From an optimization exercise on the open Yosys and OpenROAD flow, aimed at small area, a short achievable clock period and few clock cycles; shortcuts taken in it are not production practice. Where RTL was checked, it was by simulation tests only, not by an equivalence proof against the original. No driver is modelled on the clock port, so clock power and skew are understated where the tree is cut down; a real chip needs a root buffer or a tree. Power figures rest on the tool's default switching activity, not on a simulated workload.

==> flow/design.v (excerpt) <==
module LBP ( clk, reset, gray_addr, gray_req, gray_ready, gray_data, lbp_addr, lbp_valid, lbp_data, finish);
Size in the first run: ~370 cells after synthesis, about 140 flip-flops, ~50 I/O pins.
export LEC_CHECK = 0
export CAP_MARGIN = 20
export CORE_MARGIN = 2
export CORE_UTILIZATION = 40
export SETUP_SLACK_MARGIN = 3.8
export SLEW_MARGIN = 20
create_clock -name core_clock -period 5.0 [get_ports {clk}]
run.sh (not shown) runs the stock make flow with config.mk's settings and CLKGATE_MAP_FILE= SYNTH_SCRIPT=/design/flow/synth_recipe.tcl, a recipe that flattens the netlist after the stock synthesis.
Change:
Settings changed: SETUP_SLACK_MARGIN 3.8 to 3.4.
Non-clock buffer count shrinks by 4.
Power barely changes.
Setup slack improves by 0.012 ns.
Sequential power barely changes.
Change:
Settings changed: SETUP_SLACK_MARGIN 3.4 to 3.0.
Effect: Die area is unchanged; final cell count shrinks by 1.8%; hold slack loses 0.0079 ns; via count shrinks by 4.1%; register-to-register slack loses 0.10 ns; setup slack loses 0.020 ns; clock-buffer cell count shrinks by 1; final area shrinks by 7.1%; clock skew barely changes; synthesized cell count stays the same; core utilization shrinks by 4.2 points.
Change:
Settings changed: SETUP_SLACK_MARGIN 3.0 to default.
Cell area is lower by 4.4%.
Critical path depth is unchanged.
Clock-buffer cell count is lower by 2.
Total power is higher by 3.3%.
Clock power is higher by about 8%.
Synthesized area is unchanged.
Utilization is lower by 2.4 points.
Global-route usage is lower by 0.65 points.
No run of this note included a check of the RTL's function; only the layout flow was run.

---

Setup of run A:
Another version of the RTL of LBP (not shown whole).
Size in the first run: roughly 140 flip-flops, ~50 I/O pins.
Settings: LEC_CHECK=0, ABC_AREA=1, CAP_MARGIN=20, CORE_MARGIN=2, CORE_UTILIZATION=60, SETUP_SLACK_MARGIN=3.1, SLEW_MARGIN=20; clock period 5.0 ns.
standard.sh (not shown) runs the stock make flow with config.mk's settings and CLKGATE_MAP_FILE= SYNTH_SCRIPT=/design/flow/synth_recipe.tcl, a recipe that flattens the netlist after the stock synthesis.
==> flow/flow/run.sh <==
#!/bin/bash
# The standard layout, with the clock tree built from clkbuf_8 and no dummy loads.
set -euo pipefail
CTS="-sink_clustering_enable -repair_clock_nets -buf_list sky130_fd_sc_hd__clkbuf_8 -dont_use_dummy_load"
bash standard.sh "CTS_ARGS=$CTS" finish > make_finish.log 2>&1
Testbench counts of run A, summed over its fixed seeds: cycles 86,020.
Relative to run A, the following input files were edited for run B:
- CORE_UTILIZATION: 60 -> 40
==> flow/flow/run.sh <==
#!/bin/bash
# The standard layout, with buf_2 as the port buffers and a clock tree of clkbuf_8
# without dummy loads.
set -euo pipefail
CTS="-sink_clustering_enable -repair_clock_nets -buf_list sky130_fd_sc_hd__clkbuf_8 -dont_use_dummy_load"
bash standard.sh "CTS_ARGS=$CTS" "BUFFER_PORTS_ARGS=-buffer_cell sky130_fd_sc_hd__buf_2" finish > make_finish.log 2>&1
Results
Run B against run A: shortest clock period the worst path allows after layout down 0.0034 ns, distinct cell type count after synthesis about even, final area went down by 20 µm², area enclosed by the die boundary rose by 48%, maximum achievable frequency level.
Relative to run A, first-pass GRT wire length has decreased by 2.4% in run B.
Taking run A as the reference, in run B sequential cell area neither gained nor lost much; final worst slack increased 0.0034 ns.
[inputs] run C vs run B
- CORE_UTILIZATION now 75, was 40
==> flow/flow/run.sh <==
#!/bin/bash
# The standard layout, with the clock tree built from clkbuf_8 and no dummy loads.
set -euo pipefail
CTS="-sink_clustering_enable -repair_clock_nets -buf_list sky130_fd_sc_hd__clkbuf_8 -dont_use_dummy_load"
bash standard.sh "CTS_ARGS=$CTS" finish > make_finish.log 2>&1
==> comparison <==
- Run C: no failed stages, no open violations at the end
- Run C vs. run B: total power went up by 5.0%, number of diodes was more or less identical, clock network area share was more or less identical.
- Diff run B -> run C: total wire length after detailed routing shows an increase of about 90%, worst setup slack fell 0.061 ns, number of filler instances in the final layout fell 83%, final-layout clock buffer total comparable, number of buffers on the longest clock path shows no meaningful change.
- STATUS final critical path time including I/O delays and setup: run C loses against run B
- From run B to run C, total clock sinks did not move at all.
- Fmax on run C is behind run B.
Inputs modified between run C and run D:
- CORE_UTILIZATION: 75 -> 40
==> comparison <==
Compared with run C, in run D number of iterations in the first detailed-routing pass now sits lower; sequential cell area comparable. Run comparison: run C cell with the largest stage delay on the worst path sky130_fd_sc_hd__clkdlybuf4s50_1; run D cell with the largest stage delay on the worst path sky130_fd_sc_hd__dfxtp_4. Taking run C as the reference point, the fill cell total of the finished layout of run D rises by 450%. Run D vs run C — wire length of the first global-routing pass dropped 36%.

---

LBP, a different RTL version from the one above (not shown whole).
Size: roughly 380 cells after synthesis, ~140 flip-flops, roughly 50 I/O pins, ~4500 um^2 of cells after synthesis.
==> flow/config.mk <==
export PLATFORM = sky130hd
export DESIGN_NAME = LBP
export DESIGN_NICKNAME = LBP
export VERILOG_FILES = /design/flow/design.v
export SDC_FILE = /design/flow/constraint.sdc
export NUM_CORES = 4
export LEC_CHECK = 0
export CAP_MARGIN = 20
export CORE_MARGIN = 2
export CORE_UTILIZATION = 40
export CTS_BUF_LIST = sky130_fd_sc_hd__clkbuf_8
export CTS_CLUSTER_SIZE = 24
export SETUP_SLACK_MARGIN = 3.0
export SLEW_MARGIN = 20
==> flow/constraint.sdc <==
create_clock -name core_clock -period 5.0 [get_ports {clk}]
set_input_delay 1.0000 -clock core_clock [delete_from_list [all_inputs] [get_ports {clk}]]
set_output_delay 1.0000 -clock core_clock [all_outputs]
set_load 0.01 [all_outputs]
==> flow/flow/run.sh <==
#!/bin/bash
# The standard layout, with the clock tree built from clkbuf_8 and no dummy loads.
set -euo pipefail
CTS="-sink_clustering_enable -repair_clock_nets -buf_list sky130_fd_sc_hd__clkbuf_8 -dont_use_dummy_load -sink_buffer_max_cap_derate 0.5"
bash standard.sh "CTS_ARGS=$CTS" finish > make_finish.log 2>&1
The baseline went through all stages and came out clean.
Testbench counts at the start, summed over its fixed seeds: cycles 86,020.
Next try:
==> flow/flow/run.sh (replaced) <==
#!/bin/bash
# The standard layout, with the clock tree built from clkbuf_8 and no dummy loads.
set -euo pipefail
CTS="-sink_clustering_enable -repair_clock_nets -buf_list sky130_fd_sc_hd__clkbuf_8 -dont_use_dummy_load"
bash standard.sh "CTS_ARGS=$CTS" finish > make_finish.log 2>&1
--- a/flow/config.mk
+++ b/flow/config.mk
@@ -11,3 +11 @@
-export CTS_BUF_LIST = sky130_fd_sc_hd__clkbuf_8
-export CTS_CLUSTER_SIZE = 24
-export SETUP_SLACK_MARGIN = 3.0
+export SETUP_SLACK_MARGIN = 3.1
What happened: Setup slack is better by 0.071 ns; die area is unchanged; fmax is higher by 3.8%; cell count does not change; final area is higher by 1.6%; area after synthesis does not change; first-iteration DRC count is higher by 43%; utilization is higher by 0.78 points; combinational power is higher by about 3%; routed wire length is lower by 0.90%.
Next try:
--- a/flow/config.mk
+++ b/flow/config.mk
@@ -7,0 +8 @@
+export ABC_AREA = 1
@@ -11 +12 @@
-export SETUP_SLACK_MARGIN = 3.1
+export SETUP_SLACK_MARGIN = 3.0
Effect:
- The changed run completed with no timing, DRC or antenna violations
- global-route usage rises by 1.2 points
- hold slack gains 0.010 ns
- wire length increases by 6.5%
- sequential share of layout area rises by 1.7 points
- combinational power shrinks by about 9%
- via count is higher by 12%
- count of clock-buffer cells in the layout is unchanged
- total power went down by 1.1%
- cell area goes down by 3.3%
- synthesized cell count increases by 22%
- setup slack gets worse by 0.065 ns
Next try:
--- a/flow/flow/run.sh
+++ b/flow/flow/run.sh
@@ -4 +4 @@
-CTS="-sink_clustering_enable -repair_clock_nets -buf_list sky130_fd_sc_hd__clkbuf_8 -dont_use_dummy_load"
+CTS="-sink_clustering_enable -repair_clock_nets -buf_list sky130_fd_sc_hd__clkbuf_8 -dont_use_dummy_load -sink_clustering_size 30 -sink_clustering_max_diameter 80 -sink_clustering_levels 1"
--- a/flow/config.mk
+++ b/flow/config.mk
@@ -8 +7,0 @@
-export ABC_AREA = 1
@@ -11,0 +11,2 @@
+export CTS_BUF_LIST = sky130_fd_sc_hd__clkbuf_8
+export CTS_CLUSTER_SIZE = 24
Sequential power barely changes.
Setup slack loses 0.0068 ns.
Clock-buffer cell count does not change.
Non-clock buffer count rises by 5.
Maximum frequency goes down by 0.34%.
Cell area is higher by 1.8%.
Combinational power grows by about 7%.
Wire length goes down by 5.3%.
Utilization is higher by 0.46 points.

---

alpha:
The RTL this note starts from:
==> flow/design.v <==
`timescale 1ns/10ps
module LBP ( clk, reset, gray_addr, gray_req, gray_ready, gray_data, lbp_addr, lbp_valid, lbp_data, finish);
input   clk;
input   reset;
output  [13:0]gray_addr;
output  gray_req;
input   gray_ready;
input   [7:0]gray_data;
output  [13:0]lbp_addr;
output  lbp_valid;
output  [7:0]lbp_data;
output  finish;
reg [2:0] j;         
reg [6:0] row;       
reg [6:0] col;       
reg [13:0] lbp_addr;
reg [7:0] lbp_data;
reg lbp_valid;
reg finish;
assign gray_addr = {row, col};
assign gray_req  = 1'b1;
wire j_last   = &j;
wire col_last = &col;
wire last_rd  = (&row) & col_last;
always @(posedge clk) begin
	if (!gray_ready) begin
		j   <= 3'd0;
		row <= 7'd0;
		col <= 7'd0;
	end else begin
		j <= j + 3'd1;
		if (j_last) col <= col + 7'd1;
		if (!j_last)       row <= row + 7'd1;
		else if (!col_last) row <= row - 7'd7;
		else               row <= row - 7'd1;
	end
end
always @(posedge clk) begin
	if (reset) finish <= 1'b0;
	else if (gray_ready && last_rd) finish <= 1'b1;
end
wire [7:0] x = gray_data;
reg [7:0] p1, p2, p3, p4, p5, p6, p7, p8, p9;
reg [2:0] a1, a2, a3, a4, a5, a6, a7, a8, a9;
reg b1_9;    
reg b2_8, b2_9;
reg b4_9;
function [1:0] cmp2;
	input [7:0] a, b;
	reg [7:0] g, l;
	reg [3:0] g1, l1;
	reg [1:0] g2, l2;
	reg g3, l3;
	integer k;
	begin
		g = a & ~b;
		l = ~a & b;
		for (k = 0; k < 4; k = k + 1) begin
			g1[k] = g[2*k+1] | ~l[2*k+1] & g[2*k];
			l1[k] = l[2*k+1] | ~g[2*k+1] & l[2*k];
		end
		for (k = 0; k < 2; k = k + 1) begin
			g2[k] = g1[2*k+1] | ~l1[2*k+1] & g1[2*k];
			l2[k] = l1[2*k+1] | ~g1[2*k+1] & l1[2*k];
		end
		g3 = g2[1] | ~l2[1] & g2[0];
		l3 = l2[1] | ~g2[1] & l2[0];
		cmp2 = {~l3, ~g3};
	end
endfunction
wire x_ge_p7, p7_ge_x, x_ge_p8, p8_ge_x, x_ge_p9, p9_ge_x, p8_ge_p9, p9_ge_p8;
assign {x_ge_p7, p7_ge_x} = cmp2(x, p7);     
assign {x_ge_p8, p8_ge_x} = cmp2(x, p8);     
assign {x_ge_p9, p9_ge_x} = cmp2(x, p9);     
assign {p8_ge_p9, p9_ge_p8} = cmp2(p8, p9);  
always @(posedge clk) begin
	p1 <= x;  p2 <= p1; p3 <= p2; p4 <= p3; p5 <= p4;
	p6 <= p5; p7 <= p6; p8 <= p7; p9 <= p8;
	a1 <= {p7_ge_x, p8_ge_x, p9_ge_x};
	a2 <= a1; a3 <= a2; a4 <= a3; a5 <= a4; a6 <= a5; a7 <= a6; a8 <= a7; a9 <= a8;
	b1_9 <= p9_ge_p8;
	b2_8 <= x_ge_p7; b2_9 <= b2_8;
	b4_9 <= x_ge_p8;
	lbp_data <= {x_ge_p9, p8_ge_p9, a9[2], b4_9, a9[1], b2_9, b1_9, a9[0]};
	lbp_addr <= {row - 7'd1, col - 7'd1};
	lbp_valid <= gray_ready && !finish && (|j[2:1]) && (|col[6:1]);
end
endmodule
Settings: LEC_CHECK=0, ABC_AREA=1, CAP_MARGIN=20, CORE_MARGIN=2, CORE_UTILIZATION=40, SETUP_SLACK_MARGIN=3.2, SLEW_MARGIN=20; clock period 5.0 ns.
==> flow/flow/run.sh <==
#!/bin/bash
# The standard layout, with the clock tree built from clkbuf_8 and no dummy loads.
set -euo pipefail
CTS="-sink_clustering_enable -repair_clock_nets -buf_list sky130_fd_sc_hd__clkbuf_8 -dont_use_dummy_load"
bash standard.sh "CTS_ARGS=$CTS" finish > make_finish.log 2>&1
Testbench counts of alpha, summed over its fixed seeds: cycles 86,020.
Changes in beta relative to alpha:
# alpha
export LEC_CHECK = 0
export ABC_AREA = 1
export CAP_MARGIN = 20
export CORE_MARGIN = 2
export CORE_UTILIZATION = 40
export SETUP_SLACK_MARGIN = 3.2
export SLEW_MARGIN = 20
create_clock -name core_clock -period 5.0 [get_ports {clk}]
# beta
export LEC_CHECK = 0
export CAP_MARGIN = 20
export CORE_MARGIN = 2
export CORE_UTILIZATION = 40
export CTS_BUF_LIST = sky130_fd_sc_hd__clkbuf_8
export CTS_CLUSTER_SIZE = 24
export SETUP_SLACK_MARGIN = 3.0
export SLEW_MARGIN = 20
create_clock -name core_clock -period 5.0 [get_ports {clk}]
==> run summary <==
- Taking alpha as the reference, in beta sequential share of layout area went up; worst setup slack went down 0.083 ns; worst clock skew on the final layout went down by 0.0093 ns; post-synthesis cell area increased by 1.6% relative to the old numbers; switching share of power comparable.
- Cmp beta and alpha / complex-gate fraction of the synthesized area / lower: alpha
Relative to beta, the following input files were edited for gamma:
==> flow/run.sh (new file) <==
#!/bin/bash
# synth_recipe.tcl (not shown) runs the flow's synth.tcl, then flattens the netlist and writes it again
# the make line also repeats each setting of config.mk as NAME=value (left out here)
make -C /OpenROAD-flow-scripts/flow DESIGN_CONFIG=/design/flow/config.mk WORK_HOME=/design/flow/orfs CLKGATE_MAP_FILE= SYNTH_SCRIPT=/design/flow/synth_recipe.tcl finish
removed: flow/flow/run.sh
removed: flow/standard.sh
Findings:
- In gamma the first-pass GRT wire length turned out about 0.65% higher than in beta.
- Comparing beta and gamma, global-route met3 utilization is lower on beta.
- Diff beta -> gamma | wire length on met3 | up by more than 10%
- The total detailed-routing wirelength was comparable across beta and gamma.
- Diff beta..gamma | synthesized cell count | unchanged
- Going from beta to gamma, post-layout worst setup margin comparable, synthesis-to-finish area growth saw an increase, clock distribution area overhead in the final layout went up.
- Sequential share of layout area ended up 1.4 points lower on gamma than on beta.

---

RTL: one of the versions met above, not the one the previous note started from.
For scale: roughly 140 flip-flops, about 4300 um2 of cells after synthesis.
clock: 5.0 ns
lec_check: 0
abc_area: 1
cap_margin: 20
core_margin: 2
core_utilization: 40
setup_slack_margin: 3.2
slew_margin: 20
==> flow/flow/run.sh <==
#!/bin/bash
# The standard layout, with the clock tree built from clkbuf_8 and no dummy loads.
set -euo pipefail
CTS="-sink_clustering_enable -repair_clock_nets -buf_list sky130_fd_sc_hd__clkbuf_8 -dont_use_dummy_load"
bash standard.sh "CTS_ARGS=$CTS" finish > make_finish.log 2>&1
Testbench counts at the start, summed over its fixed seeds: cycles 86,020.
Rerun with:
==> flow/flow/run.sh (replaced) <==
#!/bin/bash
# The standard layout with two changes: buf_2 as the port buffers, and a clock tree of
# four clkbuf_16, each driving a quarter of the flip-flops (flow/mycts.tcl, run at the
# start of the CTS step in place of clock_tree_synthesis). ORFS writes each step's log
# under orfs/logs; make's own output goes to make_finish.log.
set -euo pipefail
here=$(pwd)
bash standard.sh "PRE_CTS_TCL=$here/flow/mycts.tcl" "MANUAL_CTS_BUF=sky130_fd_sc_hd__clkbuf_16" \
  "BUFFER_PORTS_ARGS=-buffer_cell sky130_fd_sc_hd__buf_2" finish > make_finish.log 2>&1
==> flow/flow/mycts.tcl (new file) <==
# Clock tree made here in place of clock_tree_synthesis: the flip-flops are split into
# four groups by position (halves in x, then halves in y), and each group is driven by
# one clkbuf_16 placed at the group's centre, fed from the clock port.
set block [ord::get_db_block]
set db [ord::get_db]
set clknet [$block findNet clk]
set sinks {}
foreach it [$clknet getITerms] {
  set inst [$it getInst]
  set loc [$inst getLocation]
  lappend sinks [list $it [lindex $loc 0] [lindex $loc 1]]
}
puts "manual clock tree: [llength $sinks] sinks"
proc halves {lst idx} {
  set s [lsort -integer -index $idx $lst]
  set n [expr {[llength $s] / 2}]
  return [list [lrange $s 0 [expr {$n - 1}]] [lrange $s $n end]]
}
set groups {}
foreach h [halves $sinks 1] {
  foreach q [halves $h 2] { lappend groups $q }
}
set master [$db findMaster $::env(MANUAL_CTS_BUF)]
set k 0
foreach g $groups {
  set sx 0; set sy 0
  foreach s $g { incr sx [lindex $s 1]; incr sy [lindex $s 2] }
  set cx [expr {$sx / [llength $g]}]
  set cy [expr {$sy / [llength $g]}]
  set buf [odb::dbInst_create $block $master "clkbuf_m$k"]
  set net [odb::dbNet_create $block "clknet_m$k"]
  $net setSigType CLOCK
  [$buf findITerm A] connect $clknet
  [$buf findITerm X] connect $net
  foreach s $g {
    set it [lindex $s 0]
    $it disconnect
    $it connect $net
  }
  $buf setLocation $cx $cy
  $buf setPlacementStatus PLACED
  puts "clkbuf_m$k: [llength $g] sinks at $cx $cy"
  incr k
}
set_propagated_clock [all_clocks]
# clock_tree_synthesis is not wanted after this
rename clock_tree_synthesis orig_clock_tree_synthesis
proc clock_tree_synthesis {args} { puts "clock tree made by mycts.tcl" }
Settings changed: SETUP_SLACK_MARGIN 3.2 to 3.3.
=> Area after synthesis stays the same; power drops by roughly a tenth; cell count drops slightly; setup slack is better by 0.18 ns; clock skew drops by 0.012 ns; worst hold slack is better by 0.030 ns; die area is unchanged.
In the second run of this note the design's own scripts or RTL, not TritonCTS, make the clock network.

what the ideal ports hide:
In the flow no input, the clock included, has a driving cell. The finished layouts below were timed again as built, in two steps.
Step 1: set_driving_cell puts a clkbuf_16 on clk and a buf_2 on each other input, an assumption about the parent block.
Step 2, shift: input delay + t, output delay - t, t = (earliest + latest rising clock arrival at the registers) / 2. This alone moves slack from input paths to output paths.
a / b / c = ideal ports / drivers / drivers and shift; a / b = the first two.
run | shift t [ns] | setup slack, ns | hold slack, ns
the first run of note 1 | 0.548 | 3.014 / 2.982 / 2.702 | 0.322 / 0.322 / 0.322
the second run of note 1 | 0.536 | 3.026 / 2.995 / 2.673 | 0.324 / 0.324 / 0.324
the third run of note 1 | 0.555 | 3.007 / 2.977 / 2.482 | 0.316 / 0.316 / 0.316
the fourth run of note 1 | 0.537 | 2.272 / 2.242 / 2.090 | 0.324 / 0.324 / 0.324
run A | 0.436 | 3.119 / 3.092 / 2.853 | 0.307 / 0.307 / 0.307
run B | 0.436 | 3.122 / 3.089 / 3.221 | 0.307 / 0.307 / 0.307
run C | 0.450 | 3.061 / 3.055 / 2.615 | 0.314 / 0.314 / 0.314
run D | 0.430 | 3.138 / 3.109 / 2.863 | 0.308 / 0.308 / 0.308
the first run of note 3 | 0.438 | 3.032 / 3.030 / 2.606 | 0.298 / 0.298 / 0.298
the second run of note 3 | 0.440 | 3.104 / 3.092 / 2.665 | 0.300 / 0.300 / 0.300
the third run of note 3 | 0.431 | 3.039 / 3.009 / 2.651 | 0.310 / 0.310 / 0.310
the fourth run of note 3 | 0.438 | 3.032 / 3.030 / 2.606 | 0.298 / 0.298 / 0.298
alpha | 0.431 | 3.115 / 3.083 / 2.854 | 0.315 / 0.315 / 0.315
beta | 0.438 | 3.032 / 3.030 / 2.606 | 0.298 / 0.298 / 0.298
gamma | 0.446 | 3.034 / 3.047 / 2.601 | 0.326 / 0.326 / 0.326
the first run of note 5 | 0.428 | 3.139 / 3.110 / 2.863 | 0.308 / 0.308 / 0.308
the second run of note 5 | 0.253 | 3.319 / 3.240 / 3.227 | 0.338 / 0.338 / 0.338
After both steps every run listed still meets setup and hold. For the third run of note 1, which loses most, drivers alone change the setup slack by -0.030 ns; drivers and shift together by -0.525 ns.
